This design comes from an exercise in tuning for small area and few clock cycles per item on the open sky130 flow, not from production work.
The RTL was checked by simulation tests, not by an equivalence proof against the original design.
Power and IR drop assume default switching activity.

**flow/flow/run.sh**
```bash
#!/bin/bash
# The standard layout, with a plain buffer (not a delay cell) on every port.
set -euo pipefail
export BUFFER_PORTS_ARGS="-buffer_cell sky130_fd_sc_hd__buf_1"
bash standard.sh > standard.log 2>&1
```
**flow/design.v**
```verilog
module axi_ram
(
    input  wire                   clk,
    input  wire                   rst,
    input  wire [8-1:0]    s_axi_awid,
    input  wire [8-1:0]  s_axi_awaddr,
    input  wire [7:0]             s_axi_awlen,
    input  wire [2:0]             s_axi_awsize,
    input  wire [1:0]             s_axi_awburst,
    input  wire                   s_axi_awlock,
    input  wire [3:0]             s_axi_awcache,
    input  wire [2:0]             s_axi_awprot,
    input  wire                   s_axi_awvalid,
    output wire                   s_axi_awready,
    input  wire [32-1:0]  s_axi_wdata,
    input  wire [4-1:0]  s_axi_wstrb,
    input  wire                   s_axi_wlast,
    input  wire                   s_axi_wvalid,
    output wire                   s_axi_wready,
    output wire [8-1:0]    s_axi_bid,
    output wire [1:0]             s_axi_bresp,
    output wire                   s_axi_bvalid,
    input  wire                   s_axi_bready,
    input  wire [8-1:0]    s_axi_arid,
    input  wire [8-1:0]  s_axi_araddr,
    input  wire [7:0]             s_axi_arlen,
    input  wire [2:0]             s_axi_arsize,
    input  wire [1:0]             s_axi_arburst,
    input  wire                   s_axi_arlock,
    input  wire [3:0]             s_axi_arcache,
    input  wire [2:0]             s_axi_arprot,
    input  wire                   s_axi_arvalid,
    output wire                   s_axi_arready,
    output wire [8-1:0]    s_axi_rid,
    output wire [32-1:0]  s_axi_rdata,
    output wire [1:0]             s_axi_rresp,
    output wire                   s_axi_rlast,
    output wire                   s_axi_rvalid,
    input  wire                   s_axi_rready
);
reg [31:0] mem [0:63];
reg       w_act;
reg [7:0] w_addr;
reg [7:0] w_cnt;
reg       w_last;
reg       b_valid;
reg [7:0] b_id;
reg       r_act;
reg [7:0] r_nxt;
reg [7:0] r_cnt;
reg       r_lastq;
reg [7:0] r_id;
reg [2:0] r_inc;
function [2:0] inc_of;
    input [2:0] size;
    input [1:0] burst;
    begin
        if (burst == 2'b00)
            inc_of = 3'd0;
        else if (size == 3'd0)
            inc_of = 3'd1;
        else if (size == 3'd1)
            inc_of = 3'd2;
        else
            inc_of = 3'd4;
    end
endfunction
wire [7:0] ws_addr = w_act ? w_addr : s_axi_awaddr;
wire [7:0] ws_cnt  = w_act ? w_cnt  : s_axi_awlen;
wire [2:0] ws_inc  = inc_of(s_axi_awsize, s_axi_awburst);
wire       ws_last = w_act ? w_last : (s_axi_awlen == 8'd0);
wire       b_free  = !b_valid || s_axi_bready;
assign s_axi_wready  = s_axi_awvalid && (!ws_last || b_free);
assign s_axi_awready = s_axi_wvalid && ws_last && b_free;
assign s_axi_bvalid  = b_valid;
assign s_axi_bid     = b_id;
assign s_axi_bresp   = 2'b00;
wire w_hs = s_axi_wvalid && s_axi_wready;
always @(posedge clk) begin
    if (w_hs) begin
        w_addr <= ws_addr + {5'd0, ws_inc};
        w_cnt  <= ws_cnt - 8'd1;
        w_last <= (ws_cnt == 8'd1);
        w_act  <= !ws_last;
    end
    if (w_hs && ws_last) begin
        b_valid <= 1'b1;
        b_id    <= s_axi_awid;
    end else if (s_axi_bready) begin
        b_valid <= 1'b0;
    end
    if (rst) begin
        w_act   <= 1'b0;
        b_valid <= 1'b0;
    end
end
reg        wb_v;
reg  [5:0] wb_addr;
reg  [3:0] wb_strb;
reg [31:0] wb_data;
always @(posedge clk) begin
    wb_v    <= w_hs && !rst;
    wb_addr <= ws_addr[7:2];
    wb_strb <= s_axi_wstrb;
    wb_data <= s_axi_wdata;
end
integer i;
always @(posedge clk) begin
    for (i = 0; i < 4; i = i + 1) begin
        if (wb_v && wb_strb[i])
            mem[wb_addr][8*i +: 8] <= wb_data[8*i +: 8];
    end
end
wire r_last = r_lastq;
wire r_hs   = r_act && s_axi_rready;
assign s_axi_arready = !r_act || (s_axi_rready && r_last);
assign s_axi_rvalid  = r_act;
assign s_axi_rid     = r_id;
assign s_axi_rlast   = r_last;
assign s_axi_rresp   = 2'b00;
wire ar_hs = s_axi_arvalid && s_axi_arready;
wire [7:0] r_addr_n = (r_act && !r_last) ? r_nxt : s_axi_araddr;
wire       r_fetch  = !r_act || s_axi_rready;
reg  [31:0] r_data;
wire [63:0] r_sel = 64'd1 << r_addr_n[7:2];
reg  [31:0] r_word;
integer j;
always @* begin
    r_word = 32'd0;
    for (j = 0; j < 64; j = j + 1)
        r_word = r_word | (mem[j] & {32{r_sel[j]}});
end
assign s_axi_rdata = r_data;
always @(posedge clk) begin
    if (r_fetch)
        r_data <= r_word;
    if (r_hs && !r_last) begin
        r_nxt   <= r_nxt + {5'd0, r_inc};
        r_cnt   <= r_cnt - 8'd1;
        r_lastq <= (r_cnt == 8'd1);
    end else if (ar_hs) begin
        r_nxt   <= s_axi_araddr + {5'd0, inc_of(s_axi_arsize, s_axi_arburst)};
        r_cnt   <= s_axi_arlen;
        r_lastq <= (s_axi_arlen == 8'd0);
        r_id    <= s_axi_arid;
        r_inc   <= inc_of(s_axi_arsize, s_axi_arburst);
    end
    if (r_hs && r_last)
        r_act <= ar_hs;
    else
        r_act <= r_act || ar_hs;
    if (rst)
        r_act <= 1'b0;
end
endmodule
```
**flow/standard.sh**
```bash
#!/bin/bash
# synth_recipe.tcl (not shown) runs the flow's synth.tcl, then flattens the netlist and writes it again
# the make line also repeats each setting of config.mk as NAME=value (left out here)
make -C /OpenROAD-flow-scripts/flow DESIGN_CONFIG=/design/flow/config.mk WORK_HOME=/design/flow/orfs CLKGATE_MAP_FILE= SYNTH_SCRIPT=/design/flow/synth_recipe.tcl "${@:-finish}"
```
**flow/config.mk**
```make
export PLATFORM = sky130hd
export DESIGN_NAME = axi_ram
export DESIGN_NICKNAME = axi_ram
export VERILOG_FILES = /design/flow/design.v
export SDC_FILE = /design/flow/constraint.sdc
export NUM_CORES = 4
export LEC_CHECK = 0
export CAP_MARGIN = 20
export CORE_MARGIN = 2
export CORE_UTILIZATION = 40
export CTS_CLUSTER_DIAMETER = 150
export CTS_CLUSTER_SIZE = 28
export GPL_TIMING_DRIVEN = 0
export SETUP_SLACK_MARGIN = 0.4
export SLEW_MARGIN = 20
```
**flow/constraint.sdc**
```tcl
create_clock -name core_clock -period 5.0 [get_ports {clk}]
set_input_delay 1.0000 -clock core_clock [delete_from_list [all_inputs] [get_ports {clk}]]
set_output_delay 1.0000 -clock core_clock [all_outputs]
set_load 0.01 [all_outputs]
```
==> impl_results.html <==
<table>
<tr><th>Metric</th><th>Value</th></tr>
<tr><th colspan="2">Setup path</th></tr>
<tr><td>Worst setup EP type</td><td>flop</td></tr>
<tr><td>CP startpoint kind</td><td>flop</td></tr>
<tr><td>Arrival time of the worst setup path</td><td>5.16 ns</td></tr>
<tr><td>CP max stage cell</td><td>sky130_fd_sc_hd__nor4_1</td></tr>
<tr><td>Cell-by-cell trace of the critical path</td><td>nand2b_1 -&gt; buf_6 -&gt; a31oi_4 -&gt; or2_1 -&gt; clkbuf_2 -&gt; nor2_1 -&gt; clkbuf_1 -&gt; a22oi_1 -&gt; nand4_1 -&gt; nor4_1 -&gt; nand2_1</td></tr>
<tr><td>Maximum single-stage delay on the critical path</td><td>0.99 ns</td></tr>
<tr><td>Crit Path Class</td><td>flop to flop</td></tr>
<tr><td>Depth of the worst register-to-register path</td><td>11</td></tr>
<tr><td>Peak fanout along the critical path</td><td>10</td></tr>
<tr><td>Reg-to-reg setup timing slack</td><td>0.25 ns</td></tr>
<tr><td>Worst EP required</td><td>5.41 ns</td></tr>
<tr><th colspan="2">Synth</th></tr>
<tr><td>Synth Area per Inst</td><td>17.7 um^2</td></tr>
<tr><td>Count of different cell masters after synthesis</td><td>55</td></tr>
<tr><td>Ranking of synthesized cells by instance count</td><td>sky130_fd_sc_hd__edfxtp_1, sky130_fd_sc_hd__a22oi_1, sky130_fd_sc_hd__nor2_1, sky130_fd_sc_hd__clkbuf_1, sky130_fd_sc_hd__nand4_1</td></tr>
<tr><td>Most frequently used cell type in the post-synthesis netlist</td><td>sky130_fd_sc_hd__edfxtp_1</td></tr>
<tr><td>Top post-synthesis cells by area</td><td>sky130_fd_sc_hd__edfxtp_1, sky130_fd_sc_hd__a22oi_1, sky130_fd_sc_hd__nor2_1</td></tr>
<tr><td>Dominant register cell in the synthesized netlist</td><td>sky130_fd_sc_hd__edfxtp_1</td></tr>
<tr><td>Top cell type by total area after synthesis</td><td>sky130_fd_sc_hd__edfxtp_1</td></tr>
<tr><td>FFs w/ async S/R, synth</td><td>0%</td></tr>
<tr><td>Cell area after synthesis</td><td>79200 um^2</td></tr>
<tr><td>Synth top area share</td><td>80.8%</td></tr>
<tr><td>Gate Count Post-Synth</td><td>4488</td></tr>
<tr><td>Number of synthesized register bits</td><td>2179</td></tr>
<tr><td>Ys Warns</td><td>1</td></tr>
<tr><td>Number of synthesized flops with an enable pin</td><td>2133</td></tr>
<tr><td>Part of the Yosys area used for sequential elements</td><td>82.0%</td></tr>
<tr><th colspan="2">Timing</th></tr>
<tr><td>FMAX</td><td>211 MHz</td></tr>
<tr><td>Final Max Tran Viols</td><td>0</td></tr>
<tr><td>Setup clock skew after layout</td><td>0.0461 ns</td></tr>
<tr><td>Final-report hold violation count</td><td>0</td></tr>
<tr><td>Setup repair after global routing missed its margin</td><td>yes</td></tr>
<tr><td>Count of final setup violators</td><td>0</td></tr>
<tr><td>Relative slew margins</td><td>18.7%</td></tr>
<tr><td>Post-layout minimum cycle time</td><td>4.75 ns</td></tr>
<tr><td>Slew at the pin closest to its max-slew limit</td><td>1.21 ns</td></tr>
<tr><td>Final cycle utilization of the critical path</td><td>94.9%</td></tr>
<tr><td>Final sum of negative setup slack</td><td>0 ns</td></tr>
<tr><th colspan="2">Pwr</th></tr>
<tr><td>Total power consumption of the routed design</td><td>30.6 mW</td></tr>
<tr><td>Maximum vdd ir drop</td><td>0.305 mV</td></tr>
<tr><td>Ratio of total power to cell area</td><td>355 nW/um^2</td></tr>
<tr><td>Static Leakage</td><td>25.1 nW</td></tr>
<tr><th colspan="2">Placement</th></tr>
<tr><td>DP Area</td><td>83700 um^2</td></tr>
<tr><td>Detailed Place HPWL</td><td>162000 um</td></tr>
<tr><td>Number of buffer cells added on primary ports</td><td>153</td></tr>
<tr><td>Final estimated routing congestion in global placement</td><td>0.945</td></tr>
<tr><th colspan="2">Route</th></tr>
<tr><td>Residual DRC</td><td>0</td></tr>
<tr><td>Drt first pass iters</td><td>9</td></tr>
<tr><td>Post-DR wirelength/cell</td><td>30.2 um</td></tr>
<tr><td>Starting DRC count in detailed routing</td><td>6378</td></tr>
<tr><td>Mean number of vias per cell</td><td>5.91</td></tr>
<tr><td>Routed via count</td><td>44113</td></tr>
<tr><td>Post-route antenna net violation count</td><td>0</td></tr>
<tr><td>Total length of routed wires</td><td>226000 um</td></tr>
<tr><th colspan="2">Cells and area</th></tr>
<tr><td>Fin area</td><td>86400 um^2</td></tr>
<tr><td>Area Growth Syn to Fin</td><td>9.01%</td></tr>
<tr><td>Net count reported at finish</td><td>4891</td></tr>
<tr><td>Share of post-route cells with drive strength above 1</td><td>5.29%</td></tr>
<tr><td># fillers</td><td>17312</td></tr>
<tr><th colspan="2">Clock network</th></tr>
<tr><td>Clock Path Buffers</td><td>3</td></tr>
<tr><td>CTS Root Buffer Type</td><td>sky130_fd_sc_hd__clkbuf_16</td></tr>
<tr><td># H-tree levels</td><td>3</td></tr>
<tr><td>Clock tree from TritonCTS</td><td>yes</td></tr>
<tr><td>Clock slew at reported path FFs</td><td>0.12 ns</td></tr>
<tr><td>Hold Buf Count CTS</td><td>0</td></tr>
<tr><td>Number of clock sinks seen by CTS</td><td>2179</td></tr>
<tr><td># Post-CTS Setup Buffers</td><td>0</td></tr>
<tr><td>Clock latency at the later pin of the worst-skew pair</td><td>0.79 ns</td></tr>
<tr><td>TritonCTS buffer count</td><td>87</td></tr>
<tr><th colspan="2">Die</th></tr>
<tr><td>Die Ht</td><td>449 um</td></tr>
<tr><td>Top-level I/O count</td><td>176</td></tr>
<tr><td>Core ar.</td><td>197000 um^2</td></tr>
<tr><td>Total number of placement rows</td><td>163</td></tr>
<tr><td>Width of the chip</td><td>449 um</td></tr>
<tr><td>Initial Utilization</td><td>40.2%</td></tr>
<tr><td>Die area</td><td>202000 um^2</td></tr>
<tr><th colspan="2">Job</th></tr>
<tr><td>Max-capacitance violation count</td><td>0</td></tr>
<tr><th colspan="2">Global route</th></tr>
<tr><td>Overflow left after global routing</td><td>0</td></tr>
<tr><td>Maximum number of pins on one net before global-route repair</td><td>65</td></tr>
<tr><td>GR Util All Layers</td><td>21.7%</td></tr>
<tr><td>Via count of the first global-routing pass</td><td>42685</td></tr>
<tr><td>Initial antenna violation count</td><td>7</td></tr>
<tr><td>First-pass GRT wire length</td><td>314000 um</td></tr>
<tr><th colspan="2">Outcome</th></tr>
<tr><td>Result of the run</td><td>timing/DRC/antenna clean</td></tr>
<tr><th colspan="2">Min path</th></tr>
<tr><td>Worst hold path stage count</td><td>1</td></tr>
<tr><td>Worst hold-check path type</td><td>input pin to flop</td></tr>
</table>
==> worst max-delay path, delay by kind of cell, from the launching register on <==
family | cells | cell delay (ns)
AND/OR/NAND/NOR | 6 | 2.21
buffers and inverters | 3 | 0.93
AO/OA/AOI/OAI | 2 | 0.70
flip-flops | 1 | 0.53
==> cells by family after synthesis <==
family	synth area share, %
other cells	0.00473
compound gates	10.1
xor+xnor	0.332
buf+inv	1.39
simple gates	5.58
fa+ha+maj	0.281
flops	82.0
mux	0.352
==> report_power, final <==
group / internal (mW) / leakage, nW / total (mW) / switching (mW)
sequential: 20.2 / 19.6 / 20.5 / 0.291
clock: 3.39 / 1.19 / 8.81 / 5.41
combinational: 0.356 / 4.29 / 1.36 / 1.00
total: 23.9 / 25.1 / 30.6 / 6.71
==> metal layers <==
layer,share of wire [%],GRT usage [%],up-vias
li1,-,-,18955
met1,39,28.3,22683
met2,49,36.6,2134
met3,8.3,3.73,335
met4,3.6,7.62,6
met5,0.016,0,-
==> through the flow <==
| stage | setup WS, ns | util [%] | hold WS [ns] | cells |
|---|---|---|---|---|
| after CTS | 0.438 | 43.8 | 0.258 | 7456 |
| final | 0.254 | 43.8 | 0.315 | 7462 |
| after floorplan | 1.63 | - | 0.469 | 4491 |
| after detailed placement | -0.517 | 42.5 | 0.480 | 7305 |
| after global routing | 0.378 | 43.8 | 0.289 | 7460 |
| after global placement | -0.534 | 42.2 | 0.500 | 7284 |
==> what timing repair did <==
action,in CTS,in global routing
endpoints found under the setup margin,30,7
gates resized for setup,12,9
pin swaps,0,1
gates cloned,0,0
==> layout by cell type (no fill, tap or decap), types with 12 or more instances in the layout <==
master and n:
sky130_fd_sc_hd__edfxtp_1 2133, sky130_fd_sc_hd__a22oi_1 844, sky130_fd_sc_hd__nor2_1 327, sky130_fd_sc_hd__clkbuf_1 295, sky130_fd_sc_hd__nand4_1 190, sky130_fd_sc_hd__buf_1 156, sky130_fd_sc_hd__nand2_1 140, sky130_fd_sc_hd__clkbuf_16 88
sky130_fd_sc_hd__a222oi_1 86, sky130_fd_sc_hd__nand3_1 70, sky130_fd_sc_hd__nor4_1 56, sky130_fd_sc_hd__a21oi_1 44, sky130_fd_sc_hd__nor2_2 31, sky130_fd_sc_hd__dfxtp_4 24, sky130_fd_sc_hd__inv_1 23, sky130_fd_sc_hd__xnor2_1 21
sky130_fd_sc_hd__a221oi_1 18, sky130_fd_sc_hd__mux2i_1 17, sky130_fd_sc_hd__o21ai_0 15, sky130_fd_sc_hd__nor4_2 14, sky130_fd_sc_hd__buf_4 14, sky130_fd_sc_hd__dfxtp_1 14, sky130_fd_sc_hd__a22o_1 13, sky130_fd_sc_hd__ha_1 13
sky130_fd_sc_hd__nor3_1 12
==> state kept, by name (all words and copies together) (netlist names), 3 cells and up <==
signal and flops:
mem 2048, r_data 32, wb_data 32, b_id 8, r_cnt 8, r_id 8
r_nxt 8, w_addr 8, w_cnt 8, wb_addr 6, wb_strb 4, r_inc 3
==> cell type report <==
class | count | area [um^2] | area share, %
Antenna cell | 3 | 7.51 | 0.00869
Buffer | 258 | 1020 | 1.18
Clock buffer | 145 | 2420 | 2.80
Clock inverter | 6 | 92.6 | 0.107
Inverter | 23 | 86.3 | 0.100
Multi-Input combinational cell | 2031 | 13400 | 15.6
Sequential cell | 2179 | 65100 | 75.3
Tap cell | 2640 | 3300 | 3.82
Timing Repair Buffer | 177 | 916 | 1.06
==> final timing paths <==
kind / startpoint / endpoint
worst max register to register: r_lastq$_DFFE_PP_ / r_data[21]$_DFFE_PP_
worst min-delay path: s_axi_wdata[14] / wb_data[14]$_DFF_P_
worst min register to register: wb_data[10]$_DFF_P_ / mem[3][10]$_DFFE_PP_
worst max-delay path: r_lastq$_DFFE_PP_ / r_data[21]$_DFFE_PP_
Testbench counts, summed over its fixed seeds: cycles 4,720, beats 6,951.

## port drivers added, routing unchanged
Ports are ideal in the flow. The routed layout listed here was re-timed in OpenROAD.
Step 1, drivers: a clkbuf_16 drives clk and a buf_2 each remaining input, both assumed.
Step 2 adds t to the input delays and takes it off the output delays; t is the mean of the earliest and latest rising clock arrival at the registers after step 1. Input paths then give back, and output paths get back, about the clock's delay inside the block.
Slacks: ideal / step 1 / step 2; pairs: ideal / step 1.
shift t [ns]: 0.846
setup WS [ns]: 0.254 / 0.254 / -0.374
hold WS [ns]: 0.315 / 0.250 / 0.498
worst data-port slew with drivers (ns): 0.09
cell pins on the clock port's net: 1
Met with ideal ports but missed after step 2: setup timing in this run. The setup slack of this run moves by 0.000 ns with the drivers and by -0.628 ns with both steps.
